What follows belongs to an exercise in optimizing a design on an open flow for small area; a production flow would make more cautious choices. Function was checked by simulation only, so behaviour that the tests miss may differ from the original. Power is estimated from default activity; no workload was simulated.

### flow/design.v
module endian_flip #(
	parameter B = 8 
)(
	input logic  [8*B-1:0] d_i,
	output logic [8*B-1:0] d_o
);
genvar i;
generate
	for( i=0; i < B; i++) begin
		assign d_o[8*i+7:8*i] = d_i[8*(B-i-1)+7:8*(B-i-1)];
	end
endgenerate
endmodule
module pfx_carry #(
	parameter W = 8
)(
	input  [W-1:0] p,
	input  [W-1:0] g,
	input          ci,
	output [W-1:0] co
);
integer i, j;
reg [W-1:0] pp, gg;
always @(*) begin
	pp = p;
	gg = g;
	gg[0] = g[0] | (p[0] & ci);
	for (i = 1; i <= $clog2(W); i = i+1) begin
		for (j = 2**i - 1; j < W; j = j + 2**i) begin
			gg[j] = gg[j] | pp[j] & gg[j - 2**(i-1)];
			pp[j] = pp[j] & pp[j - 2**(i-1)];
		end
	end
	for (i = $clog2(W); i > 0; i = i-1) begin
		for (j = 2**i + 2**(i-1) - 1; j < W; j = j + 2**i) begin
			gg[j] = gg[j] | pp[j] & gg[j - 2**(i-1)];
			pp[j] = pp[j] & pp[j - 2**(i-1)];
		end
	end
end
assign co = gg;
endmodule
module add_bk #(
	parameter W = 8
)(
	input  [W-1:0] a,
	input  [W-1:0] b,
	input          ci,
	output [W-1:0] s,
	output         co,
	output         eq
);
wire [W-1:0] p, g, c;
assign eq = &p;
assign p = a ^ b;
assign g = a & b;
pfx_carry #(.W(W)) m_pfx(.p(p), .g(g), .ci(ci), .co(c));
assign s  = p ^ {c[W-2:0], ci};
assign co = c[W-1];
endmodule
module inc_bk #(
	parameter W = 8
)(
	input  [W-1:0] a,
	input          ci,
	output [W-1:0] s,
	output         co
);
wire [W-1:0] c;
pfx_carry #(.W(W)) m_pfx(.p(a), .g({W{1'b0}}), .ci(ci), .co(c));
assign s  = a ^ {c[W-2:0], ci};
assign co = c[W-1];
endmodule
module inc_blk #(
	parameter W = 8,
	parameter K = 8
)(
	input  [W-1:0] a,
	input          ci,
	output [W-1:0] s,
	output         co
);
localparam NB = (W+K-1)/K;
wire [NB:0] bc;
wire [W:0]  c;
assign bc[0] = ci;
genvar i, j;
generate
for (i = 0; i < NB; i = i+1) begin : g_blk
	localparam LO = i*K;
	localparam HI = (i*K+K > W) ? W : i*K+K;
	assign c[LO] = bc[i];
	for (j = LO+1; j < HI; j = j+1) begin : g_bt
		assign c[j] = c[j-1] & a[j-1];
	end
	assign bc[i+1] = bc[i] & (&a[HI-1:LO]);
end
endgenerate
assign s  = a ^ c[W-1:0];
assign co = bc[NB];
endmodule
module add_ci #(
	parameter W = 8,
	parameter K = 8
)(
	input  [W-1:0] a,
	input  [W-1:0] b,
	input          ci,
	output [W-1:0] s,
	output         co,
	output         eq,   
	output [(W+K-1)/K-1:0] bco  
);
localparam NB = (W+K-1)/K;
wire [W-1:0]  s0;
wire [W:0]    t;
wire [NB-1:0] bg, bp, bc;
genvar i, j;
generate
for (i = 0; i < NB; i = i+1) begin : g_blk
	localparam LO = i*K;
	localparam HI = (i*K+K > W) ? W : i*K+K;
	wire [HI-LO:0] cc;
	assign cc[0] = 1'b0;
	for (j = LO; j < HI; j = j+1) begin : g_bt
		assign s0[j]      = a[j] ^ b[j] ^ cc[j-LO];
		assign cc[j-LO+1] = a[j] & b[j] | cc[j-LO] & (a[j] ^ b[j]);
	end
	assign bg[i] = cc[HI-LO];
	assign bp[i] = &s0[HI-1:LO];
	assign t[LO] = (i == 0) ? ci : bc[i-1];
	for (j = LO; j < HI; j = j+1) begin : g_inc
		assign s[j]   = s0[j] ^ t[j];
		if (j+1 < HI) begin : g_t
			assign t[j+1] = s0[j] & t[j];
		end
	end
end
endgenerate
pfx_carry #(.W(NB)) m_pfx(.p(bp), .g(bg), .ci(ci), .co(bc));
assign co  = bc[NB-1];
assign eq  = &bp;
assign bco = bc;
endmodule
module header(
	input [63:0]    data_i,
	input           h0_v_i,  
	input           h1_v_i,  
	input           h2_v_i,  
	output logic        sid_p0_v_o, 
	output logic [15:0] sid_p0_o,
	output logic        sid_p1_v_o,	 
	output logic [63:0] sid_p1_o,
	output logic        seq_p0_v_o,
	output logic [15:0] seq_p0_o,
	output logic        seq_p1_v_o,
	output logic [47:0] seq_p1_o,
	output logic        msg_cnt_v_o,
	output logic [15:0] msg_cnt_o 
);
assign sid_p0_v_o = h1_v_i;
endian_flip #(.B(2)) m_ef_sid_p0( 
	.d_i(data_i[15:0]),
	.d_o(sid_p0_o)
);
assign sid_p1_v_o = h0_v_i;
endian_flip #(.B(8)) m_ef_sid_p1( 
	.d_i(data_i),
	.d_o(sid_p1_o)
);
assign seq_p0_v_o = h2_v_i;
endian_flip #(.B(2)) m_ef_seq_p0(
	.d_i(data_i[15:0]),
	.d_o(seq_p0_o)
);
assign seq_p1_v_o = h1_v_i;
endian_flip #(.B(6)) m_ef_seq_p1(
	.d_i(data_i[63:16]),
	.d_o(seq_p1_o)
);
assign msg_cnt_v_o = h2_v_i;
endian_flip #(.B(2)) m_ef_msg_cnt(
	.d_i(data_i[31:16]),
	.d_o(msg_cnt_o)
);
endmodule
module countdown #(
	parameter CNT_W = 14,  
	parameter CNT_B = 14'b10011100010000  
)(
	input clk,
	input nreset,
	input        start_v_i,  
	output logic finished_o
);
reg   [CNT_W-1:0] cnt_q;
logic [CNT_W-1:0] cnt_next;
logic             zero;
assign zero     = ~|cnt_q; 
logic [CNT_W-1:0] cnt_dec_n;
inc_blk #(.W(CNT_W),.K(7)) m_dec(.a(~cnt_q), .ci(1'b1), .s(cnt_dec_n), .co());
assign cnt_next = start_v_i ? CNT_B :
					zero ? '0 : ~cnt_dec_n;
always @(posedge clk)
begin
	if (~nreset ) begin
		cnt_q <= CNT_B;
	end else begin
		cnt_q <= cnt_next;
	end
end
assign finished_o = zero;
endmodule
module miss_msg_det #(
	parameter SEQ_NUM_W = 64,
	parameter SID_W     = 80,
	parameter ML_W      = 16,
	parameter SID_GAP_MAX_IDX = SEQ_NUM_W-1	
)(
	input clk,
	input nreset,
	input                 v_i,
	input [SID_W-1:0]     sid_i,
	input [SEQ_NUM_W-1:0] seq_num_i,
	input [SEQ_NUM_W-1:0] cur_seq_i,
	output [SEQ_NUM_W-1:0] cur_seq_inc_o,
	input [ML_W-1:0]      msg_cnt_i,
	input                 eos_i,  
	output logic                 miss_seq_num_v_o,
	output logic [SID_W-1:0]     miss_seq_num_sid_o,
	output logic [SEQ_NUM_W-1:0] miss_seq_num_start_o,	
	output logic [SEQ_NUM_W-1:0] miss_seq_num_cnt_o,
	output logic                 miss_sid_v_o,
	output logic [SID_W-1:0]     miss_sid_start_o,
	output logic [SEQ_NUM_W-1:0] miss_sid_seq_num_start_o,
	output logic [SID_W-1:0]     miss_sid_cnt_o,
	output logic [SEQ_NUM_W-1:0] miss_sid_seq_num_end_o
);
reg   [SID_W-1:0]     sid_q;
reg   [SEQ_NUM_W-1:0] seq_q;
localparam LO_W   = SID_GAP_MAX_IDX;
localparam HZ_W   = SID_W - SID_GAP_MAX_IDX;
localparam SID_K  = 4;
logic [LO_W-1:0]   sid_gap_lo;
logic              sid_lo_ge;
logic              sid_lo_eq;
logic              sid_match;
logic              sid_lt;
logic [SID_W-1:0]  sid_add;
add_ci #(.W(LO_W), .K(SID_K)) m_sid_sub(.a(sid_i[LO_W-1:0]), .b(~sid_q[LO_W-1:0]), .ci(1'b1),
	.s(sid_gap_lo), .co(sid_lo_ge), .eq(sid_lo_eq), .bco());
logic [HZ_W-1:0] hz_x, hz_y, hz_c;
logic            sid_hi_zero;
logic            sid_hi_eq;
assign hz_x = sid_i[SID_W-1:LO_W];
assign hz_y = ~sid_q[SID_W-1:LO_W];
assign hz_c = { hz_x[HZ_W-2:0] | hz_y[HZ_W-2:0], sid_lo_ge };
assign sid_hi_zero = &( ~( hz_x ^ hz_y ^ hz_c ) );
assign sid_hi_eq   = hz_x == ~hz_y;
assign sid_match   = sid_lo_eq & sid_hi_eq;
assign sid_lt      = sid_hi_zero & ( |hz_x | |hz_y | sid_lo_ge ) & ~sid_match;
reg eos_pend_q;
always @(posedge clk) begin
	eos_pend_q <= nreset & v_i & eos_i;
end
always @(posedge clk) begin
	if ( ~nreset ) begin
		sid_q <= {SID_W{1'b0}};
	end else if ( eos_pend_q ) begin
		sid_q <= sid_add;
	end else if ( v_i & ~eos_i & sid_lt ) begin
		sid_q <= sid_i;
	end
end
assign miss_sid_v_o     = sid_lt & v_i;
assign miss_sid_start_o = sid_q;
assign miss_sid_cnt_o   = { {HZ_W{1'b0}}, sid_gap_lo };
assign miss_sid_seq_num_start_o = seq_q;
assign miss_sid_seq_num_end_o   = seq_num_i;
logic [SEQ_NUM_W-1:0] seq_gap;
logic                 seq_ge;
logic                 seq_lt;
logic [SEQ_NUM_W-1:0] seq_base;
logic [SEQ_NUM_W-1:0] seq_next;
logic                 seq_lo_co;
logic                 seq_eq;
add_bk #(.W(SEQ_NUM_W)) m_seq_sub(.a(seq_num_i), .b(~seq_q), .ci(1'b1), .s(seq_gap), .co(seq_ge), .eq(seq_eq));
assign seq_lt   = seq_ge & ~seq_eq;
assign seq_base[SEQ_NUM_W-1:ML_W] = eos_pend_q ? sid_q[SEQ_NUM_W-1:ML_W] :
                                    ( v_i & ~seq_lt ) ? seq_q[SEQ_NUM_W-1:ML_W] : cur_seq_i[SEQ_NUM_W-1:ML_W];
assign seq_base[ML_W-1:0] = eos_pend_q ? sid_q[ML_W-1:0] :
                            ~v_i ? cur_seq_i[ML_W-1:0] :
                            seq_lt ? seq_num_i[ML_W-1:0] : seq_q[ML_W-1:0];
add_bk #(.W(ML_W)) m_seq_add_lo(.a(seq_base[ML_W-1:0]), .b(msg_cnt_i & {ML_W{v_i}}), .ci(1'b1),
	.s(seq_next[ML_W-1:0]), .co(seq_lo_co), .eq());
inc_bk #(.W(SEQ_NUM_W-ML_W)) m_seq_add_hi(.a(seq_base[SEQ_NUM_W-1:ML_W]), .ci(seq_lo_co),
	.s(seq_next[SEQ_NUM_W-1:ML_W]), .co());
inc_blk #(.W(SID_W-SEQ_NUM_W)) m_sid_inc_hi(.a(sid_q[SID_W-1:SEQ_NUM_W]), .ci(&sid_q[SEQ_NUM_W-1:0]),
	.s(sid_add[SID_W-1:SEQ_NUM_W]), .co());
assign sid_add[SEQ_NUM_W-1:0] = seq_next;
always @(posedge clk) begin
	if ( ~nreset ) begin
		seq_q <= '0;
	end else if( v_i ) begin
		seq_q <= eos_i ? '0 : seq_next;
	end
end
assign cur_seq_inc_o = seq_next;
assign miss_seq_num_v_o     = seq_lt & v_i & sid_match;
assign miss_seq_num_sid_o   = sid_q;
assign miss_seq_num_start_o = seq_q;
assign miss_seq_num_cnt_o   = seq_gap;
endmodule
module dispatch #(
	parameter AXI_DATA_W = 64,
	parameter AXI_KEEP_W = (AXI_DATA_W/8),
	parameter KEEP_LW    = 3, 
	parameter LEN_W      = 16, 
	parameter OV_DATA_W  = 64-LEN_W, 
	parameter OV_KEEP_W  = (OV_DATA_W/8), 
	parameter OV_KEEP_LW = 3, 
	parameter HEADER_DATA_OFF = 6
)(
	input clk,
	input nreset,
	input                  valid_i,
	input [AXI_DATA_W-1:0] data_i,
	input [AXI_KEEP_W-1:0] keep_i,
	input                  init_v_i,
	input                  last_i,
	output                 msg_end_v_o,
	output                  valid_o,
	output                  start_o,
	output [AXI_DATA_W-1:0] data_o,
	output [KEEP_LW-1:0]    len_o,
	output                  ov_valid_o,
	output [OV_DATA_W-1:0]  ov_data_o,
	output [OV_KEEP_LW-1:0] ov_len_o
);
logic [7:0] b [0:7];
genvar s;
generate
for ( s = 0; s < 8; s++ ) begin : g_b
	assign b[s] = data_i[8*s+7:8*s];
end
endgenerate
logic fsm_invalid_next;
logic fsm_msg_next;
logic fsm_len_align_next;
logic fsm_len_split_next;
reg   fsm_invalid_q;
reg   fsm_msg_q;
reg   fsm_len_align_q;
reg   fsm_len_split_q;
logic [LEN_W-1:0] sel_msg_len_q;
logic [LEN_W-1:0] sel_msg_len_next;
logic [3:0]       l4;
logic             len_hi_zero;
logic             sel_msg_end;
logic             msg_len_split;
logic             msg_len_align;
logic             msg_len_align_end;
logic             msg_len_inner;
logic             pload_overlap_v;
assign l4                = sel_msg_len_q[3:0];
assign len_hi_zero       = ~|sel_msg_len_q[LEN_W-1:4];
assign sel_msg_end       = len_hi_zero & ( ~l4[3] | ~|l4[2:0] ) & ~init_v_i;
assign msg_len_split     = len_hi_zero & ( l4 == 4'd7 );
assign msg_len_align     = len_hi_zero & ( l4 == 4'd8 );
assign msg_len_align_end = l4 == 4'd6;
assign msg_len_inner     = ~l4[3] & ~msg_len_align_end;
assign pload_overlap_v   = valid_i & msg_len_inner & sel_msg_end & ~fsm_len_align_q & ~(msg_len_split|fsm_len_split_q);
logic       init_sel;
logic [2:0] sh_amt;
logic [7:0] sh4 [0:7];
logic [6:0] l4_dec;
assign init_sel = valid_i & init_v_i;
assign sh_amt = init_sel ? 3'd6 : fsm_len_split_q ? 3'd1 : fsm_len_align_q ? 3'd2 : l4[2:0];
genvar m;
generate
for ( m = 0; m < 7; m++ ) begin : g_dec
	assign l4_dec[m] = sh_amt == m;
end
for ( s = 0; s < 8; s++ ) begin : g_sh
	logic [7:0] sh_or [0:7];
	assign sh_or[0] = {8{l4_dec[0]}} & b[s];
	for ( m = 1; m < 8; m++ ) begin : g_m
		if ( s + m < 8 && m < 7 && ( s < 2 || s + m < 8 ) ) begin : g_t
			assign sh_or[m] = sh_or[m-1] | {8{l4_dec[m]}} & b[s+m];
		end else begin : g_n
			assign sh_or[m] = sh_or[m-1];
		end
	end
	assign sh4[s] = sh_or[7];
end
endgenerate
logic             init_len_v;
logic [LEN_W-1:0] init_hdr_len;
logic [LEN_W-2:0] init_hdr_len_n;
logic [7:0]       init_len_split_half_q;
logic             c_align_end, c_overlap, c_align, c_split, c_cont;
logic [LEN_W-1:0] len_y;
logic [3:0]       len_k;
logic [3:0]       len_lo;
logic             len_lo_co;
logic [LEN_W-5:0] len_hi_n;
logic [LEN_W-1:0] len_sub;
assign init_len_v = valid_i & ( sel_msg_end | init_v_i | fsm_len_split_q );
inc_bk #(.W(LEN_W-1)) m_hdr_dec(.a(~{b[4], b[5][7:1]}), .ci(1'b1), .s(init_hdr_len_n), .co());
assign init_hdr_len = { ~init_hdr_len_n, b[5][0] };
logic c_field;
assign c_align_end = init_len_v & fsm_msg_q & msg_len_align_end;
assign c_overlap   = init_len_v & fsm_msg_q & pload_overlap_v;
assign c_align     = init_len_v & fsm_len_align_q;
assign c_split     = init_len_v & fsm_len_split_q;
assign c_cont      = ~init_len_v & ~sel_msg_end;
assign c_field     = c_align_end | c_overlap & |l4;
assign len_y = {LEN_W{c_field}} & { sh4[0], sh4[1] }
             | {LEN_W{c_align}} & { b[0], b[1] }
             | {LEN_W{c_split}} & { init_len_split_half_q, b[0] }
             | {LEN_W{c_cont}} & sel_msg_len_q;
assign len_k = {4{c_align_end | c_overlap | c_align}} & ( 4'd6 - l4 )
             | {4{c_split}} & 4'd7
             | {4{c_cont}} & 4'd8;
add_bk #(.W(4)) m_len_lo(.a(len_y[3:0]), .b(~len_k), .ci(1'b1), .s(len_lo), .co(len_lo_co), .eq());
inc_bk #(.W(LEN_W-4)) m_len_hi(.a(~len_y[LEN_W-1:4]), .ci(~len_lo_co), .s(len_hi_n), .co());
assign len_sub = { ~len_hi_n, len_lo };
assign sel_msg_len_next = ( {LEN_W{init_len_v & init_v_i}} & init_hdr_len ) | len_sub;
always @(posedge clk) begin
	if ( ~nreset ) begin
		sel_msg_len_q <= '0;
	end else begin
		sel_msg_len_q <= sel_msg_len_next;
	end
end
always @(posedge clk) begin
	init_len_split_half_q <= b[7];
end
logic [KEEP_LW-1:0] sel_data_len_start;
logic [KEEP_LW-1:0] sel_data_len;
assign sel_data_len_start = {KEEP_LW{fsm_len_split_q}} & 'd7
					      | {KEEP_LW{fsm_len_align_q}} & 'd6
					      | {KEEP_LW{fsm_msg_q}} & AXI_KEEP_W
					      | {KEEP_LW{valid_i & init_v_i}} & 'd2;  
assign sel_data_len = ( fsm_msg_q & sel_msg_end) ? sel_msg_len_q[KEEP_LW-1:0] : sel_data_len_start;
logic [7:0] d [0:7];
logic d_hdr, d_sh, d_msg;
assign d_hdr = init_sel & ~fsm_len_split_q;
assign d_sh  = ~init_sel & ( fsm_len_split_q | fsm_len_align_q );
assign d_msg = ~init_sel & ~fsm_len_split_q & ~fsm_len_align_q;
generate
for ( s = 0; s < 8; s++ ) begin : g_d
	if ( s < 2 ) begin : g_lo
		assign d[s] = {8{d_hdr | d_sh}} & sh4[s] | {8{d_msg}} & b[s];
	end else begin : g_hi
		assign d[s] = {8{d_sh}} & sh4[s] | {8{d_msg}} & b[s];
	end
end
endgenerate
logic sel_valid;
logic ov_valid;
assign sel_valid = ( ~fsm_invalid_q | init_v_i ) & valid_i; 
assign ov_valid = ~fsm_invalid_q & pload_overlap_v & valid_i & ~last_i;
logic sel_data_start;
reg   msg_len_align_end_q;
logic msg_len_align_end_next;
assign msg_len_align_end_next = msg_len_align_end & sel_msg_end & fsm_msg_q;
always @(posedge clk) begin
	msg_len_align_end_q	 <= msg_len_align_end_next;
end
assign sel_data_start = (fsm_len_split_q | fsm_len_align_q | msg_len_align_end_q | init_v_i) & ~last_i;
assign valid_o    = sel_valid;
assign ov_valid_o = ov_valid;
assign start_o    = sel_data_start;
assign data_o     = { d[7], d[6], d[5], d[4], d[3], d[2], d[1], d[0] };
assign ov_data_o  = { sh4[7], sh4[6], sh4[5], sh4[4], sh4[3], sh4[2] };
assign len_o      = sel_data_len;
assign ov_len_o   = 3'd6 - l4[2:0];
assign msg_end_v_o = ( sel_msg_end & ~(fsm_len_split_q|fsm_len_align_q) ) & valid_i;
assign fsm_invalid_next = fsm_invalid_q & ~(valid_i& init_v_i) 
						| valid_i & last_i;
assign fsm_msg_next = (( valid_i & init_v_i )  
				    | fsm_len_align_q 
					| fsm_len_split_q
					| fsm_msg_q & ~( fsm_len_split_next | fsm_len_align_next | last_i)
					) & ~( valid_i & last_i );
assign fsm_len_align_next = fsm_msg_q & sel_msg_end & msg_len_align; 
assign fsm_len_split_next = fsm_msg_q & sel_msg_end & msg_len_split; 
always @(posedge clk) begin
	if ( ~nreset ) begin
		fsm_invalid_q   <= 1'b1;
		fsm_msg_q       <= 1'b0;
		fsm_len_align_q <= 1'b0;
		fsm_len_split_q <= 1'b0;
	end else begin
		fsm_invalid_q   <= fsm_invalid_next;
		fsm_msg_q       <= fsm_msg_next;
		fsm_len_align_q <= fsm_len_align_next;
		fsm_len_split_q <= fsm_len_split_next;
	end
end
endmodule
module moldudp64 #(
	parameter AXI_DATA_W  = 64,
	parameter AXI_KEEP_W  = 8,
	parameter SID_W       = 80,
	parameter SEQ_NUM_W   = 64,
	parameter ML_W        = 16,  
	parameter EOS_MSG_CNT = {ML_W{1'b1}}, 
	parameter OV_DATA_W  = 64-ML_W, 
	parameter OV_KEEP_W  = (OV_DATA_W/8), 
	parameter OV_KEEP_LW = 3  
)(
	input clk,
	input nreset,
	input                  udp_axis_tvalid_i,
	input [AXI_KEEP_W-1:0] udp_axis_tkeep_i,
	input [AXI_DATA_W-1:0] udp_axis_tdata_i,
	input                  udp_axis_tlast_i,
	input                  udp_axis_tuser_i,
	output                 udp_axis_tready_o,
	output logic                 miss_seq_num_v_o,
	output logic [SID_W-1:0]     miss_seq_num_sid_o,
	output logic [SEQ_NUM_W-1:0] miss_seq_num_start_o,	
	output logic [SEQ_NUM_W-1:0] miss_seq_num_cnt_o,
	output logic                 miss_sid_v_o,
	output logic [SID_W-1:0]     miss_sid_start_o,
	output logic [SEQ_NUM_W-1:0] miss_sid_seq_num_start_o,
	output logic [SID_W-1:0]     miss_sid_cnt_o,
	output logic [SEQ_NUM_W-1:0] miss_sid_seq_num_end_o,	
	output logic            flatlined_v_o,
	output [SID_W-1:0]      mold_msg_sid_o,
	output [SEQ_NUM_W-1:0]  mold_msg_seq_num_o,
	output                   mold_msg_v_o,
	output                   mold_msg_start_o,  
	output [AXI_KEEP_LW-1:0] mold_msg_len_o,
	output [AXI_DATA_W-1:0]  mold_msg_data_o, 
	output                   mold_msg_ov_v_o,
	output [OV_KEEP_LW-1:0]  mold_msg_ov_len_o,
	output [OV_DATA_W-1:0]   mold_msg_ov_data_o
);
localparam AXI_MSG_L   = $clog2( AXI_DATA_W / 8 );
localparam AXI_KEEP_LW = $clog2( AXI_KEEP_W ) + 1;
localparam DFF_DATA_W  = AXI_DATA_W - 8;  
localparam DFF_DATA_LW = $clog2( DFF_DATA_W );  
localparam DATA_DIF_W  = AXI_DATA_W - DFF_DATA_W;  
reg   [SID_W-1:0]     sid_q;
logic [SID_W-1:0]     sid_next;
reg   [SEQ_NUM_W-1:0] seq;
reg   [SEQ_NUM_W-1:0] seq_q;
logic [SEQ_NUM_W-1:0] seq_next;
logic [SEQ_NUM_W-1:0] seq_add;
logic                 seq_add_overflow;
logic                 seq_msb_en;
logic                 seq_lsb_en;
logic                 seq_en;
logic        init_sid_p0_v; 
logic [15:0] init_sid_p0;
logic        init_sid_p1_v;
logic [63:0] init_sid_p1;
logic        init_seq_num_p0_v;
logic [15:0] init_seq_num_p0;
logic        init_seq_num_p1_v;
logic [47:0] init_seq_num_p1;
logic            msg_end_v;
logic            pkt_end_v;
reg   [ML_W-1:0] msg_cnt_q;
logic [ML_W-1:0] msg_cnt_next;
logic            msg_cnt_dec_v;
logic [ML_W-1:0] msg_cnt_dec;
logic            init_msg_cnt_v;
logic [ML_W-1:0] init_msg_cnt;
logic            init_eos; 
logic            cnt_en;
logic            cnt_end;
logic            cnt_end_next;
reg   fsm_invalid_q;
logic fsm_invalid_next;
logic h0_v;
reg   fsm_h1_q;
reg   fsm_h2_q;
logic fsm_h1_next;
logic fsm_h2_next;
reg   fsm_msg_q;
logic fsm_msg_next;
header m_header(
	.data_i(udp_axis_tdata_i),
	.h0_v_i(h0_v),
	.h1_v_i(fsm_h1_q),
	.h2_v_i(fsm_h2_q),
	.sid_p0_v_o(init_sid_p0_v), 
	.sid_p0_o  (init_sid_p0),
	.sid_p1_v_o(init_sid_p1_v),
	.sid_p1_o  (init_sid_p1),
	.seq_p0_v_o(init_seq_num_p0_v),
	.seq_p0_o  (init_seq_num_p0),
	.seq_p1_v_o(init_seq_num_p1_v),
	.seq_p1_o  (init_seq_num_p1),
	.msg_cnt_v_o(init_msg_cnt_v),
	.msg_cnt_o  (init_msg_cnt)
);
always @(posedge clk) begin
	if( init_sid_p0_v )
		sid_q[15:0] <= init_sid_p0;
	if( init_sid_p1_v ) 
		sid_q[79:16] <= init_sid_p1;
end
assign seq_next[15:0]  = init_seq_num_p0_v ? init_seq_num_p0 : seq_add[15:0];
assign seq_next[63:16] = init_seq_num_p1_v ? init_seq_num_p1 : seq_add[63:16];
assign seq = { seq_q[63:16] , init_seq_num_p0_v? init_seq_num_p0 : seq_q[15:0] }; 
assign seq_en     = msg_end_v;
assign seq_msb_en = seq_en | init_seq_num_p1_v;
assign seq_lsb_en = seq_en | init_seq_num_p0_v;
always @(posedge clk) begin
	if( seq_lsb_en )
		seq_q[15:0] <= seq_next[15:0];
	if( seq_msb_en ) 
		seq_q[63:16] <= seq_next[63:16];
end
logic [ML_W-1:0] msg_cnt_dec_n;
inc_blk #(.W(ML_W)) m_msg_cnt_dec(.a(~msg_cnt_q), .ci(1'b1), .s(msg_cnt_dec_n), .co());
assign msg_cnt_dec   = ~msg_cnt_dec_n;
assign msg_cnt_dec_v = msg_end_v & ~cnt_end;
assign msg_cnt_next = init_msg_cnt_v ? init_msg_cnt :
					  msg_cnt_dec_v  ? msg_cnt_dec : msg_cnt_q;
assign cnt_end_next = ~|msg_cnt_next;
assign cnt_end = ~|msg_cnt_q;
assign cnt_en = init_msg_cnt_v | msg_end_v;
always @(posedge clk) begin
	if ( ~nreset ) begin
		msg_cnt_q <= '0;
	end else if ( cnt_en ) begin
		msg_cnt_q <= msg_cnt_next;	
	end
end
assign init_eos = init_msg_cnt == EOS_MSG_CNT;
miss_msg_det #(
	.SEQ_NUM_W(SEQ_NUM_W),
	.SID_W(SID_W),
	.ML_W(ML_W)
) m_miss_det(
	.clk(clk),
	.nreset(nreset),
	.v_i      (fsm_h2_q                      ),
	.sid_i    (sid_q                         ),
	.seq_num_i({seq_q[63:16], init_seq_num_p0}),
	.cur_seq_i(seq_q                         ),
	.cur_seq_inc_o(seq_add                   ),
	.msg_cnt_i(init_msg_cnt                  ),
	.eos_i    (init_eos                      ),  
	.miss_seq_num_v_o    (miss_seq_num_v_o    ),
	.miss_seq_num_sid_o  (miss_seq_num_sid_o  ),
	.miss_seq_num_start_o(miss_seq_num_start_o),	
	.miss_seq_num_cnt_o  (miss_seq_num_cnt_o  ),
	.miss_sid_v_o            (miss_sid_v_o            ),
	.miss_sid_start_o        (miss_sid_start_o        ),
	.miss_sid_seq_num_start_o(miss_sid_seq_num_start_o),
	.miss_sid_cnt_o          (miss_sid_cnt_o          ),
	.miss_sid_seq_num_end_o  (miss_sid_seq_num_end_o  )
);
	countdown #() m_cntdwn(
		.clk(clk),
		.nreset(nreset),
		.start_v_i (h0_v     ),
		.finished_o(flatlined_v_o)
	);
dispatch #(
	.AXI_DATA_W(AXI_DATA_W),
	.AXI_KEEP_W(AXI_KEEP_W),
	.KEEP_LW(AXI_KEEP_LW),
	.LEN_W(ML_W),
	.OV_DATA_W(OV_DATA_W), 
	.OV_KEEP_W(OV_KEEP_W),
	.OV_KEEP_LW(OV_KEEP_LW),
	.HEADER_DATA_OFF(6)
) m_mold_data_dispatch(
	.clk(clk),
	.nreset(nreset),
	.valid_i(udp_axis_tvalid_i),
	.data_i(udp_axis_tdata_i),
	.keep_i(udp_axis_tkeep_i),
	.init_v_i(fsm_h2_q),
	.last_i(udp_axis_tlast_i),
	.msg_end_v_o(msg_end_v),
	.valid_o(mold_msg_v_o),
	.start_o(mold_msg_start_o),
	.data_o(mold_msg_data_o),
	.len_o(mold_msg_len_o),
	.ov_valid_o(mold_msg_ov_v_o),
	.ov_data_o (mold_msg_ov_data_o),
	.ov_len_o  (mold_msg_ov_len_o)
);
assign fsm_invalid_next = udp_axis_tvalid_i
						& ( udp_axis_tlast_i | ( cnt_end & ~(h0_v | fsm_h1_q | fsm_h2_q) ))
						| ( fsm_invalid_q & ~udp_axis_tvalid_i);
assign h0_v            = udp_axis_tvalid_i & fsm_invalid_q;
assign fsm_h1_next  = h0_v;
assign fsm_h2_next  = fsm_h1_q & udp_axis_tvalid_i;
assign fsm_msg_next = fsm_h2_q 
                    | fsm_msg_q & ~(cnt_end | udp_axis_tlast_i); 
always @(posedge clk) begin
	if ( ~nreset ) begin
		fsm_invalid_q <= 1'b1;
		fsm_h1_q      <= 1'b0;
		fsm_h2_q      <= 1'b0;
		fsm_msg_q     <= 1'b0;
	end else begin
		fsm_invalid_q <=fsm_invalid_next;
		fsm_h1_q      <=fsm_h1_next;
		fsm_h2_q      <=fsm_h2_next;
		fsm_msg_q     <=fsm_msg_next;
	end
end
assign udp_axis_tready_o  = 1'b1;  
assign mold_msg_sid_o     = sid_q;
assign mold_msg_seq_num_o = seq;
endmodule
### flow/flow/run.sh
#!/bin/bash
set -euo pipefail
export BUFFER_PORTS_ARGS="-buffer_cell sky130_fd_sc_hd__buf_1"
bash standard.sh > standard.log 2>&1
### flow/standard.sh
#!/bin/bash
# synth_recipe.tcl (not shown) runs the flow's synth.tcl, then flattens the netlist and writes it again
# the make line also repeats each setting of config.mk as NAME=value (left out here)
make -C /OpenROAD-flow-scripts/flow DESIGN_CONFIG=/design/flow/config.mk WORK_HOME=/design/flow/orfs CLKGATE_MAP_FILE= SYNTH_SCRIPT=/design/flow/synth_recipe.tcl "${@:-finish}"
### flow/config.mk
export PLATFORM = sky130hd
export DESIGN_NAME = moldudp64
export DESIGN_NICKNAME = moldudp64
export VERILOG_FILES = /design/flow/design.v
export SDC_FILE = /design/flow/constraint.sdc
export NUM_CORES = 4
export LEC_CHECK = 0
export ABC_AREA = 1
export CAP_MARGIN = 20
export CORE_MARGIN = 2
export CORE_UTILIZATION = 40
export CTS_BUF_LIST = sky130_fd_sc_hd__clkbuf_16
export CTS_CLUSTER_DIAMETER = 80
export CTS_CLUSTER_SIZE = 30
export SLEW_MARGIN = 20
### flow/constraint.sdc
create_clock -name core_clock -period 8.0 [get_ports {clk}]
set_input_delay 1.6000 -clock core_clock [delete_from_list [all_inputs] [get_ports {clk}]]
set_output_delay 1.6000 -clock core_clock [all_outputs]
set_load 0.01 [all_outputs]
==> metrics.cfg, run 1 <==
[outcome]
status = finished clean

[global_routing]
grt_pass1_wl_mm = 187.1
grt-ovfl-total = 0
antenna_found_initial = 13
grt_pass1_vias = 26310
track_usage_pct = 34.84
grt_max_degree = 105

[critical_path]
setup.worst_path.start_class = input port
critPathCaptureType = flip-flop
crit_fanout = 5
reg2regPathDepth = 48
reg2reg_slack_ns = 0.61
timing.rr.end = seq_q[63]
critical_path_class = input port to flip-flop
required_ns = 8.45
slowest_delay_ns = 0.45
reg2reg_from = m_miss_det.seq_q[33]
cp.arrival_ns = 8.00
cp_slowest_cell = fa_1

[clock_network]
tritoncts = done
cts_buffers = 29
clock_sinks = 351
cts_buffer_depth = 3
cts.clk_slew.worst_paths_ns = 0.11
root_buffer = clkbuf_16
cts_max_level = 1
worstSkewPairLatency_ns = 0.63

[timing]
worst_slack_ns = 0.4474
max_slew_margin_pct = 22.41
holdWs_ns = 0.4210
fin_crit_sh_pct = 94.41
min_period_ns = 7.553
skew_ns = 0.02693
setup_viol = 0
rsz0062_at_grt = no
worst_pin_slew_ns = 1.135
tns_ns = 0
hold_viol = 0
report.final.slew_viol_count = 0
fmax_mhz = 132.4

[place]
pre_cts_slack_ns = -0.2732
io_buffer_count = 815
postPlaceCellArea_mm2 = 0.03064
gp_congestion = 1.008
dp_hpwl_mm = 103.5
dp_cells = 5114

[logic_synthesis]
async_flop_share_pct = 0
ys_ff_latch = 351
synth_cell_type_count = 64
seq_area_frac_synth_pct = 29.88
ys.flop_type = dfxtp_1
synth_top_area_share_pct = 15.26
synth_warnings = 22
avgSynthCellArea_um2 = 7.707
yosys-top-cells-area = edfxtp_1, dfxtp_1, nand2_1
synthesis.area_mm2 = 0.02834
synth_edf_count = 144
syn-instance-count = 3677
yosysTopAreaCell = edfxtp_1

[detailed_routing]
ant_nets = 0
via_per_inst = 5.520
finalWirelength_mm = 133.3
vias = 28570
avgRoutedWirePerCell_um = 25.75
drt_iter0_markers = 2945
firstDrtPassIters = 6
drc = 0

[floorplanning]
die_h_um = 270.2
initial_core_util_pct = 40.47
rows = 97
core_area_mm2 = 0.07003
io_pins = 843
die_x_um = 270.2
die-area_mm2 = 0.07299

[min_path]
min_to = m_cntdwn.cnt_q[0]
hp-class = flip-flop to flip-flop
worstHoldStart = m_cntdwn.cnt_q[0]
hold_depth = 1

[power]
report.power.total_mw = 6.569
irDropWorstVdd_mv = 0.2129
powerDensity_mw_per_mm2 = 206.9
power.leakage_nw = 12.83

[flow_run]
cap_violations = 0

[cells_and_area]
design_area_mm2 = 0.03174
final_util_pct = 45.33
layout-drive-gt1-share_pct = 6.052
instances_no_fill = 5176
syn_to_final_growth_pct = 12.02
nets = 4614

layout by cell type, fill, tap and decap left out, types with 9 or more instances in the layout:
cell type  instances
conb_1            18
o22ai_1           93
inv_1            468
o221ai_1          31
a31oi_1           63
buf_1            815
o211ai_1          11
nand2_2           21
o21ai_0          218
a21oi_1          189
a31o_2             9
inv_2             14
clkbuf_16         29
nand2_1          824
a211oi_1           9
xnor2_1           48
edfxtp_1         144
nor3_1            33
buf_4             95
xor2_1            45
a221oi_1          12
dfxtp_1          205
ha_1             241
nor4_1            35
nand4_1           38
o21ai_1           14
nand3_1          109
nor2_1           153
fa_1              89
nor2_2            12
final cells by class:
cell class	count	area [µm²]
Multi-Input combinational cell	2425	15370
Fill cell	7263	38280
Tap cell	940	1176
Clock buffer	29	725.7
Inverter	489	1847
Timing Repair Buffer	911	3792
Antenna cell	6	15.01
Clock inverter	25	340.3
Sequential cell	351	8476
cell families after synthesis:
family	count (synthesis)	synth area share (%)
buffers and inverters	917	16.22
adders and majority gates	330	16.93
DFF	351	29.88
and+or+nand+nor	1272	19.13
other	2	0.02650
xor gates and xnor gates	94	2.905
AOI/OAI and AO/OA	711	14.91
metal layers:
metal	global-route usage (%)	vias to the layer above	wire length [µm]
li1	-	13030	-
met1	44.67	13610	53160
met2	56.45	1618	61080
met3	7.023	301	12210
met4	15.83	14	6728
met5	0	-	92
worst max-delay path by stage:
| stage | slack (ns) | startpoint | end |
|---|---|---|---|
| final | 0.45 | udp_axis_tdata_i[8] | seq_q[63] |
| after global routing | 0.01 | udp_axis_tdata_i[8] | seq_q[63] |
| after CTS | 0.38 | udp_axis_tdata_i[8] | seq_q[55] |
| after detailed placement | -0.27 | udp_axis_tdata_i[8] | seq_q[55] |
| after global placement | -0.14 | udp_axis_tdata_i[8] | seq_q[55] |
| after floorplan | 0.85 | udp_axis_tdata_i[8] | seq_q[46] |
Yosys cell counts, types with 9 or more instances:
| cell | instances |
|---|---|
| a21oi_1 | 189 |
| nand3_1 | 109 |
| xor2_1 | 46 |
| a31o_2 | 9 |
| inv_1 | 471 |
| xnor2_1 | 48 |
| fa_1 | 89 |
| o221ai_1 | 31 |
| nand2_1 | 827 |
| a31oi_1 | 63 |
| o22ai_1 | 93 |
| buf_1 | 26 |
| buf_4 | 282 |
| a211oi_1 | 9 |
| o211ai_1 | 11 |
| nor2_2 | 12 |
| ha_1 | 241 |
| nand4_1 | 38 |
| inv_2 | 14 |
| nor3_1 | 34 |
| nor4_1 | 35 |
| o21ai_1 | 12 |
| dfxtp_1 | 207 |
| clkbuf_1 | 90 |
| nor2_1 | 155 |
| a221oi_1 | 12 |
| buf_2 | 22 |
| edfxtp_1 | 144 |
| o21ai_0 | 220 |
| nand2_2 | 18 |
critical path: cells and delay by family:
family                     cells  cell delay [ns]
AOI/OAI and AO/OA              8             1.13
xor gates and xnor gates       1             0.25
adders and majority gates      6             1.58
buffers and inverters          7             0.80
and+or+nand+nor               26             2.64
repair_timing:
item	in CTS	in global routing
hold buffers	0	0
setup buffers	0	2
setup endpoints to repair	0	48
gates resized for setup	0	3
power by group:
part / switching [mW] / total (mW) / internal [mW]
Combinational: 1.73 / 2.65 / 0.919
Clock: 0.901 / 1.65 / 0.749
Sequential: 0.187 / 2.27 / 2.08
Total: 2.82 / 6.57 / 3.75
registers in the layout, indices dropped and copies added (netlist names), named ones only:
signal and cells:
seq_q 64, m_mold_data_dispatch.fsm_invalid_q 1, msg_cnt_q 16, sid_q 80, m_mold_data_dispatch.msg_len_align_end_q 1, m_miss_det.eos_pend_q 1, m_mold_data_dispatch.fsm_len_split_q 1, m_mold_data_dispatch.fsm_len_align_q 1
m_miss_det.sid_q 80, fsm_h1_q 1, m_miss_det.seq_q 64, m_mold_data_dispatch.init_len_split_half_q 8, m_mold_data_dispatch.fsm_msg_q 1, fsm_h2_q 1, m_mold_data_dispatch.sel_msg_len_q 16, m_cntdwn.cnt_q 14
==> run 2, diff against run 1 <==
--- a/flow/config.mk
+++ b/flow/config.mk
@@ -12,4 +12,5 @@
 export CTS_BUF_LIST = sky130_fd_sc_hd__clkbuf_16
 export CTS_CLUSTER_DIAMETER = 80
 export CTS_CLUSTER_SIZE = 30
+export SETUP_SLACK_MARGIN = 0.1
 export SLEW_MARGIN = 20
==> metrics.cfg, run 2 <==
[outcome]
status = finished clean

[critical_path]
cp.arrival_ns = 7.76  ; -0.24 ns
cp_slowest_cell = fa_1
slowest_delay_ns = 0.45  ; about the same
critical_path_class = input port to flip-flop
setup.worst_path.start_class = input port
required_ns = 8.34  ; -0.11 ns
crit_fanout = 5  ; unchanged
critPathCaptureType = flip-flop

[logic_synthesis]
yosysMostFrequentCell = nand2_1
yosysTopAreaCell = edfxtp_1
syn-instance-count = 3677  ; unchanged
async_flop_share_pct = 0  ; unchanged
synth_common_cells = nand2_1, inv_1, buf_4
avgSynthCellArea_um2 = 7.707  ; unchanged
synth_warnings = 22  ; unchanged
synthesis.area_mm2 = 0.02834  ; unchanged
yosys-top-cells-area = edfxtp_1, dfxtp_1, nand2_1
ys.flop_type = dfxtp_1
seq_area_frac_synth_pct = 29.88  ; unchanged
synth_cell_type_count = 64  ; unchanged
synth_top_area_share_pct = 15.26  ; unchanged
synth_edf_count = 144  ; unchanged
ys_ff_latch = 351  ; unchanged

[timing]
fmax_mhz = 134.8  ; +1.8%
tns_ns = 0  ; unchanged
rsz0062_at_grt = no
skew_ns = 0.02760  ; +0.0006676 ns
max_slew_margin_pct = 20.09  ; -2.3 points
holdWs_ns = 0.4203  ; -0.0007090 ns
fin_crit_sh_pct = 92.72  ; -1.7 points
report.final.slew_viol_count = 0  ; unchanged
worst_slack_ns = 0.5823  ; +0.1349 ns
hold_viol = 0  ; unchanged
setup_viol = 0  ; unchanged
worst_pin_slew_ns = 1.168  ; +0.03386 ns
min_period_ns = 7.418  ; -0.1349 ns

[power]
power.leakage_nw = 12.83  ; about the same
powerDensity_mw_per_mm2 = 206.8  ; about the same
irDropWorstVdd_mv = 0.2123  ; -0.30%

[place]
pre_cts_slack_ns = -0.2732  ; unchanged
io_buffer_count = 815  ; unchanged
dp_hpwl_mm = 103.5  ; unchanged
postPlaceCellArea_mm2 = 0.03064  ; unchanged
gp_congestion = 1.008  ; unchanged

[clock_network]
cts_buffer_depth = 3  ; unchanged
cts.clk_slew.worst_paths_ns = 0.10  ; about the same
cts_max_level = 1  ; unchanged
cts_buffers = 29  ; unchanged
tritoncts = done
root_buffer = clkbuf_16
clock_sinks = 351  ; unchanged
worstSkewPairLatency_ns = 0.63  ; about the same
cts_hold_buffers = 0  ; unchanged

[global_routing]
track_usage_pct = 34.84  ; unchanged
grt_pass1_wl_mm = 187.1  ; unchanged
grt_max_degree = 105  ; unchanged
grt_pass1_vias = 26310  ; unchanged
grt-ovfl-total = 0  ; unchanged
antenna_found_initial = 13  ; unchanged

[cells_and_area]
fillerInstances = 7262  ; -0.014%
design_area_mm2 = 0.03176  ; about the same
final_util_pct = 45.35  ; about the same
multi_input_area_mm2 = 0.01539  ; about the same
layout_common_cells = nand2_1, buf_1, inv_1, ha_1, o21ai_0
nets = 4614  ; unchanged
layout_commonest_cell = nand2_1
final-seq-area_mm2 = 0.008476  ; unchanged
syn_to_final_growth_pct = 12.07  ; about the same
reg.largest.list = m_miss_det.sid_q (80), sid_q (80)
layout-drive-gt1-share_pct = 6.099  ; +0.047 points

[floorplanning]
die-area_mm2 = 0.07299  ; unchanged
core_area_mm2 = 0.07003  ; unchanged
rows = 97  ; unchanged
initial_core_util_pct = 40.47  ; unchanged
die_h_um = 270.2  ; unchanged
die_x_um = 270.2  ; unchanged
io_pins = 843  ; unchanged

[detailed_routing]
firstDrtPassIters = 7  ; +1
vias = 28660  ; +0.31%
via_per_inst = 5.538  ; +0.33%
drt_iter0_markers = 2852  ; -3.2%
finalWirelength_mm = 133.3  ; about the same
avgRoutedWirePerCell_um = 25.75  ; about the same
ant_nets = 0  ; unchanged
drc = 0  ; unchanged

[flow_run]
cap_violations = 0  ; unchanged

[min_path]
hp-class = flip-flop to flip-flop

==> run 2: cell counts after synthesis <==
No cell type changed its count.
==> run 2: report_power, final <==
part           switching [mW]  internal (mW)  total (mW)
Sequential              0.187           2.08        2.27
Combinational            1.73          0.919        2.65
Clock                   0.903          0.749        1.65
==> run 2: cells by family after synthesis <==
logic type | Yosys count | share of synthesized area (%)
buffers and inverters | 917 | 16.22
other | 2 | 0.02650
adders and majority gates | 330 | 16.93
and+or+nand+nor | 1272 | 19.13
DFF | 351 | 29.88
AOI/OAI and AO/OA | 711 | 14.91
xor gates and xnor gates | 94 | 2.905
==> run 2: final timing paths <==
path,start,to,slack (ns),depth (start not counted)
worst min-delay path,m_cntdwn.cnt_q[0],m_cntdwn.cnt_q[0],0.42,1
worst min register to register,m_cntdwn.cnt_q[0],m_cntdwn.cnt_q[0],0.42,1
worst max-delay path,udp_axis_tdata_i[8],seq_q[63],0.58,48
worst max register to register,m_miss_det.seq_q[33],seq_q[63],0.75,48
==> run 2: what timing repair did <==
item	in CTS	in global routing
endpoints found under the hold margin	0	0
resized for setup	0	6
buffers inserted	0	2
endpoints found under the setup margin	0	79
==> run 2: critical path, delay by kind of cell <==
family	cells	cell delay [ns]
fa+ha+maj	6	1.61
simple gates	26	2.60
compound gates	8	1.01
xor+xnor	1	0.10
buf+inv	7	0.79
==> run 2: layer usage <==
layer / vias up / wire [µm] / global-route usage, %
li1: 13020 / - / -
met1: 13700 / 52980 / 44.67
met2: 1609 / 61050 / 56.45
met3: 321 / 12130 / 7.023
met4: 12 / 7012 / 15.83
met5: - / 83 / 0
==> run 2: cell type report <==
class	instances	share of cell area, %
timing repair buffer	911	11.94
antenna	5	0.03940
clock inverter	25	1.072
tap	940	3.704
sequential	351	26.69
clock buffer	29	2.285
inverter	489	5.815
multi-input combinational	2425	48.45
==> run 2: through the flow <==
step           power, mW  cells
2_1_floorplan      4.076   3693
3_3_place_gp       4.883   5113
3_5_place_dp       4.914   5114
4_1_cts            6.555   5168
5_1_grt            6.954   5175
6_report           6.567   5175
==> run 3, diff against run 2 <==
--- a/flow/config.mk
+++ b/flow/config.mk
@@ -8,7 +8,7 @@
 export ABC_AREA = 1
 export CAP_MARGIN = 20
 export CORE_MARGIN = 2
-export CORE_UTILIZATION = 40
+export CORE_UTILIZATION = 55
 export CTS_BUF_LIST = sky130_fd_sc_hd__clkbuf_16
 export CTS_CLUSTER_DIAMETER = 80
 export CTS_CLUSTER_SIZE = 30
==> metrics.cfg, run 3 <==
[logic_synthesis]
seq_area_frac_synth_pct = 29.88  ; unchanged
avgSynthCellArea_um2 = 7.707  ; unchanged
async_flop_share_pct = 0  ; unchanged
synth_edf_count = 144  ; unchanged
synth_common_cells = nand2_1, inv_1, buf_4
ys.flop_type = dfxtp_1
ys_ff_latch = 351  ; unchanged
synth_top_area_share_pct = 15.26  ; unchanged
synth_cell_type_count = 64  ; unchanged
syn-instance-count = 3677  ; unchanged
synthesis.area_mm2 = 0.02834  ; unchanged
synth_warnings = 22  ; unchanged
yosysTopAreaCell = edfxtp_1
yosys-top-cells-area = edfxtp_1, dfxtp_1, nand2_1
yosysMostFrequentCell = nand2_1

[outcome]
toolErrorMsg = [ERROR PPL-0024] Number of IO pins (843) exceeds maximum number of available positions (830). Increase the die perimeter from 923.94um to 1146.48um.
status = stopped before the end
lastStage = 3_2_place_iop

[floorplanning]
die_h_um = 231.0  ; -15%
rows = 83  ; -14%
die_x_um = 231.0  ; -15%
initial_core_util_pct = 55.46  ; +15 points

==> run 3: cell counts after synthesis <==
Identical to the previous run, type by type.
==> run 3: logic make-up after synthesis <==
group / share of synthesized area [%]
XOR/XNOR: 2.905
adder cells (fa/ha/maj): 16.93
buffers and inverters: 16.22
flip-flops: 29.88
AO/OA/AOI/OAI: 14.91
AND/OR/NAND/NOR: 19.13
other: 0.02650
==> run 4, diff against run 3 <==
--- a/flow/config.mk
+++ b/flow/config.mk
@@ -6,11 +6,11 @@
 export NUM_CORES = 4
 export LEC_CHECK = 0
 export ABC_AREA = 1
-export CAP_MARGIN = 20
+export CAP_MARGIN = 10
 export CORE_MARGIN = 2
-export CORE_UTILIZATION = 55
+export CORE_UTILIZATION = 40
 export CTS_BUF_LIST = sky130_fd_sc_hd__clkbuf_16
 export CTS_CLUSTER_DIAMETER = 80
 export CTS_CLUSTER_SIZE = 30
 export SETUP_SLACK_MARGIN = 0.1
-export SLEW_MARGIN = 20
+export SLEW_MARGIN = 10
==> metrics.cfg, run 4 <==
[outcome]
status = finished clean

[logic_synthesis]
yosysMostFrequentCell = nand2_1
synth_top_area_share_pct = 15.26  ; unchanged
synth_edf_count = 144  ; unchanged
synth_cell_type_count = 64  ; unchanged
synth_warnings = 22  ; unchanged
avgSynthCellArea_um2 = 7.707  ; unchanged
yosys-top-cells-area = edfxtp_1, dfxtp_1, nand2_1
seq_area_frac_synth_pct = 29.88  ; unchanged
async_flop_share_pct = 0  ; unchanged
synthesis.area_mm2 = 0.02834  ; unchanged
syn-instance-count = 3677  ; unchanged
ys.flop_type = dfxtp_1
synth_common_cells = nand2_1, inv_1, buf_4
ys_ff_latch = 351  ; unchanged
yosysTopAreaCell = edfxtp_1

[critical_path]
required_ns = 8.37
cpMostUsedCell = nand2_1
cp_num_buf_inv = 7
crit_fanout = 5
critical_path_depth = 51
critical_path_class = input port to flip-flop
cp.arrival_ns = 7.69
reg2regPathDepth = 49
critPathCaptureType = flip-flop
cp_slowest_cell = fa_1
setup.worst_path.start_class = input port
cp_top_family = simple AND/OR/NAND/NOR gates
slowest_delay_ns = 0.37

[min_path]
hold_depth = 1
hp-class = flip-flop to flip-flop

[floorplanning]
die-area_mm2 = 0.07299
core_area_mm2 = 0.07003
die_x_um = 270.2  ; +17%
rows = 97  ; +17%
io_pins = 843
die_h_um = 270.2  ; +17%
initial_core_util_pct = 40.47  ; -15 points

[timing]
skew_ns = 0.02951
max_slew_margin_pct = 19.83
fmax_mhz = 136.7
report.final.slew_viol_count = 0
holdWs_ns = 0.4168
hold_viol = 0
min_period_ns = 7.314
worst_pin_slew_ns = 1.203
rsz0062_at_grt = no
fin_crit_sh_pct = 91.43
setup_viol = 0

[detailed_routing]
avgRoutedWirePerCell_um = 25.80
via_per_inst = 5.536
finalWirelength_mm = 133.6
drc = 0
firstDrtPassIters = 6
ant_nets = 0
vias = 28660
drt_iter0_markers = 2877

[cells_and_area]
syn_to_final_growth_pct = 12.48
layout_common_cells = nand2_1, buf_1, inv_1, ha_1, o21ai_0
layout_commonest_cell = nand2_1
nets = 4613
layout-drive-gt1-share_pct = 6.076
design_area_mm2 = 0.03187
reg.largest.list = m_miss_det.sid_q (80), sid_q (80)

[clock_network]
cts_hold_buffers = 0
root_buffer = clkbuf_16
cts_buffers = 30
cts.clk_slew.worst_paths_ns = 0.10
cts_max_level = 1
clock_sinks = 351
worstSkewPairLatency_ns = 0.65
tritoncts = done
cts_buffer_depth = 3

[flow_run]
cap_violations = 0

[place]
gp_congestion = 1.008
postPlaceCellArea_mm2 = 0.03062
io_buffer_count = 815
dp_hpwl_mm = 103.3

[global_routing]
grt-ovfl-total = 0
track_usage_pct = 34.83
antenna_found_initial = 11
grt_pass1_vias = 26230
grt_pass1_wl_mm = 186.6
grt_max_degree = 105

[power]
powerDensity_mw_per_mm2 = 210.8
irDropWorstVdd_mv = 0.1649
power.leakage_nw = 12.87
report.power.total_mw = 6.720

run 4: final cells by class:
cell class | instances | area [µm²]
diodes | 6 | 15.01
inverters | 489 | 1847
multi-input cells | 2425 | 15370
fillers | 7204 | 38150
well taps | 940 | 1176
flip-flops and latches | 351 | 8476
clock buffers | 31 | 775.7
clock inverters | 25 | 435.4
repair buffers | 909 | 3777
run 4: per-layer routing:
layer  up-vias  GRT usage (%)  part of all wire (%)
li1      13020              -                     -
met1     13660          44.28                    39
met2      1654          56.93                    46
met3       312          7.370                   9.6
met4         8          15.26                   5.0
met5         -              0                 0.043
run 4: power breakdown:
part | internal (mW) | switching [mW]
logic | 0.919 | 1.73
clock network | 0.823 | 0.983
registers | 2.08 | 0.186
run 4: final timing paths:
kind | start | endpoint | slack [ns]
worst max-delay path | udp_axis_tdata_i[8] | seq_q[55] | 0.69
worst min-delay path | m_cntdwn.cnt_q[0] | m_cntdwn.cnt_q[0] | 0.42
worst max register to register | m_miss_det.seq_q[33] | seq_q[55] | 0.80
worst min register to register | m_cntdwn.cnt_q[0] | m_cntdwn.cnt_q[0] | 0.42
run 4: cell families (layout without fill, tap and decap cells):
group / Yosys count / count (layout) / synth area share, %
simple gates: 1272 / 1272 / 19.13
buf+inv: 917 / 1454 / 16.22
compound gates: 711 / 711 / 14.91
flops: 351 / 351 / 29.88
fa+ha+maj: 330 / 330 / 16.93
xor+xnor: 94 / 94 / 2.905
other cells: 2 / 24 / 0.02650
run 4: timing repair:
item                                    in CTS  in global routing
buffers inserted                             0                  1
endpoints found under the setup margin       0                 70
resized for setup                            0                  3
run 4: metrics by stage:
step	setup TNS, ns	util [%]	setup WS, ns	instances
6_report	0	45.52	0.6858	5176
2_1_floorplan	0	-	0.8509	3693
5_1_grt	0	45.51	0.1334	5174
3_5_place_dp	-4.390	43.72	-0.2246	5113
4_1_cts	0	45.45	0.4242	5169
3_3_place_gp	-0.9311	43.72	-0.1446	5113
==> run 5, diff against run 4 <==
--- a/flow/config.mk
+++ b/flow/config.mk
@@ -6,11 +6,12 @@
 export NUM_CORES = 4
 export LEC_CHECK = 0
 export ABC_AREA = 1
-export CAP_MARGIN = 10
+export CAP_MARGIN = 20
 export CORE_MARGIN = 2
 export CORE_UTILIZATION = 40
 export CTS_BUF_LIST = sky130_fd_sc_hd__clkbuf_16
 export CTS_CLUSTER_DIAMETER = 80
 export CTS_CLUSTER_SIZE = 30
+export PLACE_DENSITY = 0.75
 export SETUP_SLACK_MARGIN = 0.1
-export SLEW_MARGIN = 10
+export SLEW_MARGIN = 20
==> metrics.cfg, run 5 <==
[power]
clockPowerShare_pct = 25.0  ; -1.9 points
power.leakage_nw = 12.80  ; -0.62%
pwr-share-comb_pct = 40.9  ; +1.5 points
irDropWorstVdd_mv = 0.1507  ; -8.6%
netSwitchingFraction_pct = 42.92  ; -0.17 points
p_int_mw = 3.781  ; -1.1%
powerDensity_mw_per_mm2 = 208.6  ; -1.0%
report.power.total_mw = 6.624  ; -1.4%
seqPwrFrac_pct = 34.1  ; +0.3 points
switching_power_mw = 2.843  ; -1.8%

[logic_synthesis]
synth.area.mux_share_pct = 0  ; unchanged
synth_compound_area_share_pct = 14.91  ; unchanged
syn-instance-count = 3677  ; unchanged
synth_edf_count = 144  ; unchanged
synth_cell_type_count = 64  ; unchanged
avgSynthCellArea_um2 = 7.707  ; unchanged
synth_top_area_share_pct = 15.26  ; unchanged
yosysMostFrequentCell = nand2_1
yosysTopAreaCell = edfxtp_1
synth-simple-area-share_pct = 19.13  ; unchanged
synth_common_cells = nand2_1, inv_1, buf_4
yosys-top-cells-area = edfxtp_1, dfxtp_1, nand2_1
ys_ff_latch = 351  ; unchanged
seq_area_frac_synth_pct = 29.88  ; unchanged
ys.flop_type = dfxtp_1
async_flop_share_pct = 0  ; unchanged
synth_warnings = 22  ; unchanged
synthAdderAreaFrac_pct = 16.93  ; unchanged
synth_top_family_by_area = simple AND/OR/NAND/NOR gates
synthXorXnorAreaFrac_pct = 2.905  ; unchanged
synthesis.area_mm2 = 0.02834  ; unchanged

[detailed_routing]
firstDrtPassIters = 8  ; +2
vias = 29300  ; +2.2%
ant_nets = 0  ; unchanged
avgRoutedWirePerCell_um = 26.31  ; +1.9%
drc = 0  ; unchanged
via_per_inst = 5.672  ; +2.4%
drt_iter0_markers = 3567  ; +24%
finalWirelength_mm = 135.9  ; +1.8%

[critical_path]
critical_path_class = input port to flip-flop
critPathCaptureType = flip-flop
slowest_delay_ns = 0.42  ; +0.05 ns
cpMostUsedCell = nand2_1
required_ns = 8.34  ; -0.03 ns
crit_fanout = 7  ; +2
cp_slowest_cell = and3b_1
cp.arrival_ns = 7.77  ; +0.08 ns
setup.worst_path.start_class = input port

[global_routing]
grt-ovfl-total = 0  ; unchanged
grt_pass1_wl_mm = 190.6  ; +2.1%
grt_pass1_vias = 26970  ; +2.8%
track_usage_pct = 35.51  ; +0.68 points
antenna_found_initial = 8  ; -3
grt_max_degree = 100  ; -4.8%

[floorplanning]
rows = 97  ; unchanged
die_h_um = 270.2  ; unchanged
die-area_mm2 = 0.07299  ; unchanged
initial_core_util_pct = 40.47  ; unchanged
die_x_um = 270.2  ; unchanged
io_pins = 843  ; unchanged
core_area_mm2 = 0.07003  ; unchanged

[clock_network]
cts_buffer_depth = 3  ; unchanged
cts_buffers = 28  ; -6.7%
clock_sinks = 351  ; unchanged
cts_max_level = 1  ; unchanged
tritoncts = done
root_buffer = clkbuf_16
worstSkewPairLatency_ns = 0.64  ; about the same
cts.clk_slew.worst_paths_ns = 0.09  ; about the same

[min_path]
hp-class = flip-flop to flip-flop

[cells_and_area]
reg.largest.list = m_miss_det.sid_q (80), sid_q (80)
nets = 4607  ; -0.13%
layout-drive-gt1-share_pct = 5.898  ; -0.18 points
layout_common_cells = nand2_1, buf_1, inv_1, ha_1, o21ai_0
fillerInstances = 7197  ; -0.097%
layout_commonest_cell = nand2_1
syn_to_final_growth_pct = 12.06

[place]
io_buffer_count = 815  ; unchanged
dp_hpwl_mm = 106.0  ; +2.6%
gp_congestion = 0.9867  ; -2.1%

[timing]
worst_pin_slew_ns = 1.181  ; -0.02111 ns
min_period_ns = 7.436  ; +0.1216 ns
setup_viol = 0  ; unchanged
skew_ns = 0.04311  ; +0.01360 ns
rsz0062_at_grt = no
fin_crit_sh_pct = 92.95  ; +1.5 points
fmax_mhz = 134.5  ; -1.6%
hold_viol = 0  ; unchanged
holdWs_ns = 0.4248  ; +0.008027 ns
max_slew_margin_pct = 19.20  ; -0.63 points
report.final.slew_viol_count = 0  ; unchanged

[outcome]
status = finished clean

[flow_run]
cap_violations = 0  ; unchanged

==> run 5: per-layer routing <==
metal	vias to the layer above	global-route usage (%)	wire (µm)
li1	13010	-	-
met1	13940	43.96	51160
met2	1973	56.49	61050
met3	378	8.935	14720
met4	4	19.66	8938
met5	-	0	28
==> run 5: logic make-up after synthesis <==
| family | Yosys count |
|---|---|
| other | 2 |
| flip-flops | 351 |
| AO/OA/AOI/OAI | 711 |
| buffers and inverters | 917 |
| AND/OR/NAND/NOR | 1272 |
| XOR/XNOR | 94 |
| adder cells (fa/ha/maj) | 330 |
==> run 5: final timing paths <==
check | slack, ns | cells past startpoint | endpoint | startpoint
max | 0.56 | 43 | seq_q[63] | udp_axis_tdata_i[7]
min | 0.42 | 1 | m_cntdwn.cnt_q[0] | m_cntdwn.cnt_q[0]
max reg2reg | 0.84 | 45 | seq_q[63] | m_miss_det.seq_q[35]
min reg2reg | 0.42 | 1 | m_cntdwn.cnt_q[0] | m_cntdwn.cnt_q[0]
==> run 5: cell type report <==
class / count / area [µm²] / area share (%)
well taps: 940 / 1176 / 3.704
diodes: 4 / 10.01 / 0.03152
inverters: 489 / 1847 / 5.816
clock buffers: 29 / 725.7 / 2.285
flip-flops and latches: 351 / 8476 / 26.69
clock inverters: 23 / 367.9 / 1.158
multi-input cells: 2425 / 15380 / 48.43
repair buffers: 905 / 3772 / 11.88
==> run 5: power by group through the flow <==
| stage | registers [mW] | logic, mW | clock network [mW] |
|---|---|---|---|
| 2_1_floorplan | 2.24 | 1.83 | 0 |
| 3_3_place_gp | 2.29 | 2.61 | 0 |
| 3_5_place_dp | 2.29 | 2.66 | 0 |
| 4_1_cts | 2.25 | 2.68 | 1.67 |
| 5_1_grt | 2.27 | 2.98 | 1.73 |
| 6_report | 2.26 | 2.71 | 1.66 |
==> run 5: through the flow <==
| step | utilization [%] | std cells | setup WS, ns | TNS, ns | instance area [µm²] |
|---|---|---|---|---|---|
| 6_report | 45.34 | 5166 | 0.5642 | 0 | 31750 |
| 5_1_grt | 45.34 | 5165 | 0.1004 | 0 | 31750 |
| 2_1_floorplan | - | 3693 | 0.8509 | 0 | 28400 |
| 4_1_cts | 45.28 | 5161 | 0.5304 | 0 | 31710 |
| 3_3_place_gp | 43.71 | 5109 | 0.008140 | 0 | 30610 |
| 3_5_place_dp | 43.71 | 5109 | -0.08585 | -0.2787 | 30610 |
==> run 5: critical path: cells and delay by family <==
kind            cells  cell delay (ns)
xor+xnor            1             0.11
compound gates     10             1.34
simple gates       21             2.86
fa+ha+maj           5             1.26
buf+inv             6             0.58
==> run 5: timing repair <==
action	4_1_cts	5_1_grt
hold endpoints to repair	0	0
resized for setup	0	3
hold buffers	0	0
setup endpoints to repair	0	32
setup buffers	0	0
==> run 6, diff against run 5 <==
--- a/flow/config.mk
+++ b/flow/config.mk
@@ -10,7 +10,7 @@
 export CORE_MARGIN = 2
 export CORE_UTILIZATION = 40
 export CTS_BUF_LIST = sky130_fd_sc_hd__clkbuf_16
-export CTS_CLUSTER_DIAMETER = 80
+export CTS_CLUSTER_DIAMETER = 90
 export CTS_CLUSTER_SIZE = 30
 export PLACE_DENSITY = 0.75
 export SETUP_SLACK_MARGIN = 0.1
==> metrics.cfg, run 6 <==
[detailed_routing]
finalWirelength_mm = 136.3  ; +0.32%
avgRoutedWirePerCell_um = 26.41  ; +0.40%
via_per_inst = 5.664  ; -0.13%
drt_iter0_markers = 3494  ; -2.0%
drc = 0  ; unchanged
vias = 29240  ; -0.20%
ant_nets = 0  ; unchanged
firstDrtPassIters = 6  ; -2

[clock_network]
cts.clk_slew.worst_paths_ns = 0.10  ; about the same
tritoncts = done
cts_buffer_depth = 3  ; unchanged
root_buffer = clkbuf_16
cts_max_level = 1  ; unchanged
cts_buffers = 25  ; -11%
cts_hold_buffers = 0  ; unchanged
clock_sinks = 351  ; unchanged
worstSkewPairLatency_ns = 0.62  ; -0.02 ns

[global_routing]
grt_pass1_wl_mm = 190.5  ; about the same
antenna_found_initial = 9  ; +1
grt_max_degree = 100  ; unchanged
track_usage_pct = 35.52  ; about the same
grt_pass1_vias = 26940  ; -0.11%
grt-ovfl-total = 0  ; unchanged

[place]
dp_cells = 5109  ; unchanged
dp_hpwl_mm = 106.0  ; unchanged
gp_congestion = 0.9867  ; unchanged
io_buffer_count = 815  ; unchanged

[logic_synthesis]
ys.flop_type = dfxtp_1
synth_warnings = 22  ; unchanged
yosysMostFrequentCell = nand2_1
syn-instance-count = 3677  ; unchanged
yosysTopAreaCell = edfxtp_1
synth_common_cells = nand2_1, inv_1, buf_4
yosys-top-cells-area = edfxtp_1, dfxtp_1, nand2_1
synthesis.area_mm2 = 0.02834  ; unchanged
seq_area_frac_synth_pct = 29.88  ; unchanged
synth_edf_count = 144  ; unchanged
ys_ff_latch = 351  ; unchanged
avgSynthCellArea_um2 = 7.707  ; unchanged
async_flop_share_pct = 0  ; unchanged
synth_top_area_share_pct = 15.26  ; unchanged
synth_cell_type_count = 64  ; unchanged

[floorplanning]
die_x_um = 270.2  ; unchanged
die_h_um = 270.2  ; unchanged
core_area_mm2 = 0.07003  ; unchanged
rows = 97  ; unchanged
io_pins = 843  ; unchanged
die-area_mm2 = 0.07299  ; unchanged
initial_core_util_pct = 40.47  ; unchanged

[cells_and_area]
layout_common_cells = nand2_1, buf_1, inv_1, ha_1, o21ai_0
layout_commonest_cell = nand2_1
reg.largest.list = m_miss_det.sid_q (80), sid_q (80)
syn_to_final_growth_pct = 11.57
layout-drive-gt1-share_pct = 5.787  ; -0.11 points
instances_no_fill = 5162  ; -0.077%
nets = 4604  ; -0.065%

[critical_path]
reg2reg_from = m_miss_det.seq_q[35]
setup.worst_path.start_class = flip-flop
required_ns = 6.40  ; -1.94 ns
critical_path_class = flip-flop to output port
worstSetupStartpoint = m_miss_det.sid_q[16]
reg2regPathDepth = 45  ; unchanged
crit_fanout = 5  ; -2
critPathCaptureType = output port
timing.rr.end = seq_q[63]
reg2reg_slack_ns = 0.75  ; -0.09 ns
crit_end = miss_sid_cnt_o[59]
cp.arrival_ns = 5.75  ; -2.02 ns

[timing]
skew_ns = 0.04165  ; -0.001467 ns
rsz0062_at_grt = no
min_period_ns = 7.348  ; -0.08754 ns
fin_crit_sh_pct = 91.85  ; -1.1 points
worst_pin_slew_ns = 1.119  ; -0.06270 ns
setup_viol = 0  ; unchanged
hold_viol = 0  ; unchanged
fmax_mhz = 136.1  ; +1.2%
report.final.slew_viol_count = 0  ; unchanged
max_slew_margin_pct = 23.49  ; +4.3 points

[outcome]
status = finished clean

[power]
irDropWorstVdd_mv = 0.1672  ; +11%
power.leakage_nw = 12.74  ; -0.45%
report.power.total_mw = 6.485  ; -2.1%
powerDensity_mw_per_mm2 = 205.1  ; -1.7%

[min_path]
hp-class = flip-flop to flip-flop
hold_depth = 1  ; unchanged

[flow_run]
cap_violations = 0  ; unchanged

==> run 6: changes by cell type in the layout (fill, tap and decap cells not counted), moves of 2 or more <==
cell       delta
clkbuf_16     -3
clkinv_4      -2
inv_12        -4
clkinv_8      -3
diode_2       +2
inv_16        +2
inv_6         +4
==> run 6: metrics by stage <==
step	setup WS [ns]	hold slack, ns	instance area (µm²)	TNS (ns)	utilization (%)
final	0.6518	0.4265	31620	0	45.15
after global routing	0.1750	0.4691	31610	0	45.14
after CTS	0.5168	0.4271	31550	0	45.06
after detailed placement	-0.08585	0.4126	30610	-0.2787	43.71
after global placement	0.008140	0.4003	30610	0	43.71
after floorplan	0.8509	0.3925	28400	0	-
==> run 6: worst min-delay path by stage <==
stage / start / endpoint / slack, ns
6_report: m_cntdwn.cnt_q[0] / m_cntdwn.cnt_q[0] / 0.43
5_1_grt: m_cntdwn.cnt_q[0] / m_cntdwn.cnt_q[0] / 0.47
4_1_cts: m_cntdwn.cnt_q[0] / m_cntdwn.cnt_q[0] / 0.43
3_5_place_dp: m_cntdwn.cnt_q[0] / m_cntdwn.cnt_q[0] / 0.41
3_3_place_gp: m_cntdwn.cnt_q[0] / m_cntdwn.cnt_q[0] / 0.40
2_1_floorplan: m_cntdwn.cnt_q[0] / m_cntdwn.cnt_q[0] / 0.39
==> run 6: logic make-up (layout without fill, tap and decap cells) <==
family	count (synthesis)	count (layout)	synth area share, %
AOI/OAI and AO/OA	711	711	14.91
xor gates and xnor gates	94	94	2.905
adders and majority gates	330	330	16.93
buffers and inverters	917	1440	16.22
DFF	351	351	29.88
other	2	24	0.02650
and+or+nand+nor	1272	1272	19.13
==> run 6: layout make-up <==
class / count / area (µm²)
Fill cell: 7213 / 38410
Multi-Input combinational cell: 2425 / 15390
Sequential cell: 351 / 8476
Timing Repair Buffer: 905 / 3772
Inverter: 489 / 1847
Tap cell: 940 / 1176
Clock buffer: 26 / 650.6
Clock inverter: 20 / 289.0
Antenna cell: 6 / 15.01
==> run 6: critical path, cell delays in order (launching register included) <==
cell and delay [ns]:
dfxtp_1 0.44, inv_1 0.10, ha_1 0.22, fa_1 0.41
fa_1 0.40, inv_1 0.08, fa_1 0.45, nor3b_1 0.41
nand4_1 0.30, nor2_1 0.41, nand2_1 0.16, nand3_2 0.26
nand3_1 0.11, nand2_1 0.30, nand2_1 0.10, nand2_1 0.12
ha_1 0.16, ha_1 0.14, ha_1 0.15, xnor2_1 0.22
buf_1 0.19
==> run 6: timing repair <==
item                                    in CTS  in global routing
setup buffers                                0                  0
resized for setup                            0                  5
hold endpoints to repair                     0                  0
endpoints found under the setup margin       0                 34
==> run 6: power by group <==
part           internal, mW  leakage, nW  switching [mW]
sequential             2.08         3.04           0.177
clock                 0.664        0.460           0.848
combinational         0.929         9.23            1.78
total                  3.68         12.7            2.81
==> run 6: per-layer routing <==
| metal | share of wire, % | GRT usage (%) |
|---|---|---|
| met4 | 6.7 | 19.59 |
| met3 | 11 | 8.970 |
| met2 | 45 | 56.63 |
| met1 | 38 | 43.88 |
| met5 | 0.026 | 0 |

Re-timed with assumed drivers on the ports (clkbuf_16 on the clock, buf_2 on other inputs), run 6 has 0.587 ns of setup slack against 0.652 ns with ideal ports, and 0.031 ns once port delays also move by the mid clock arrival of 0.664 ns.
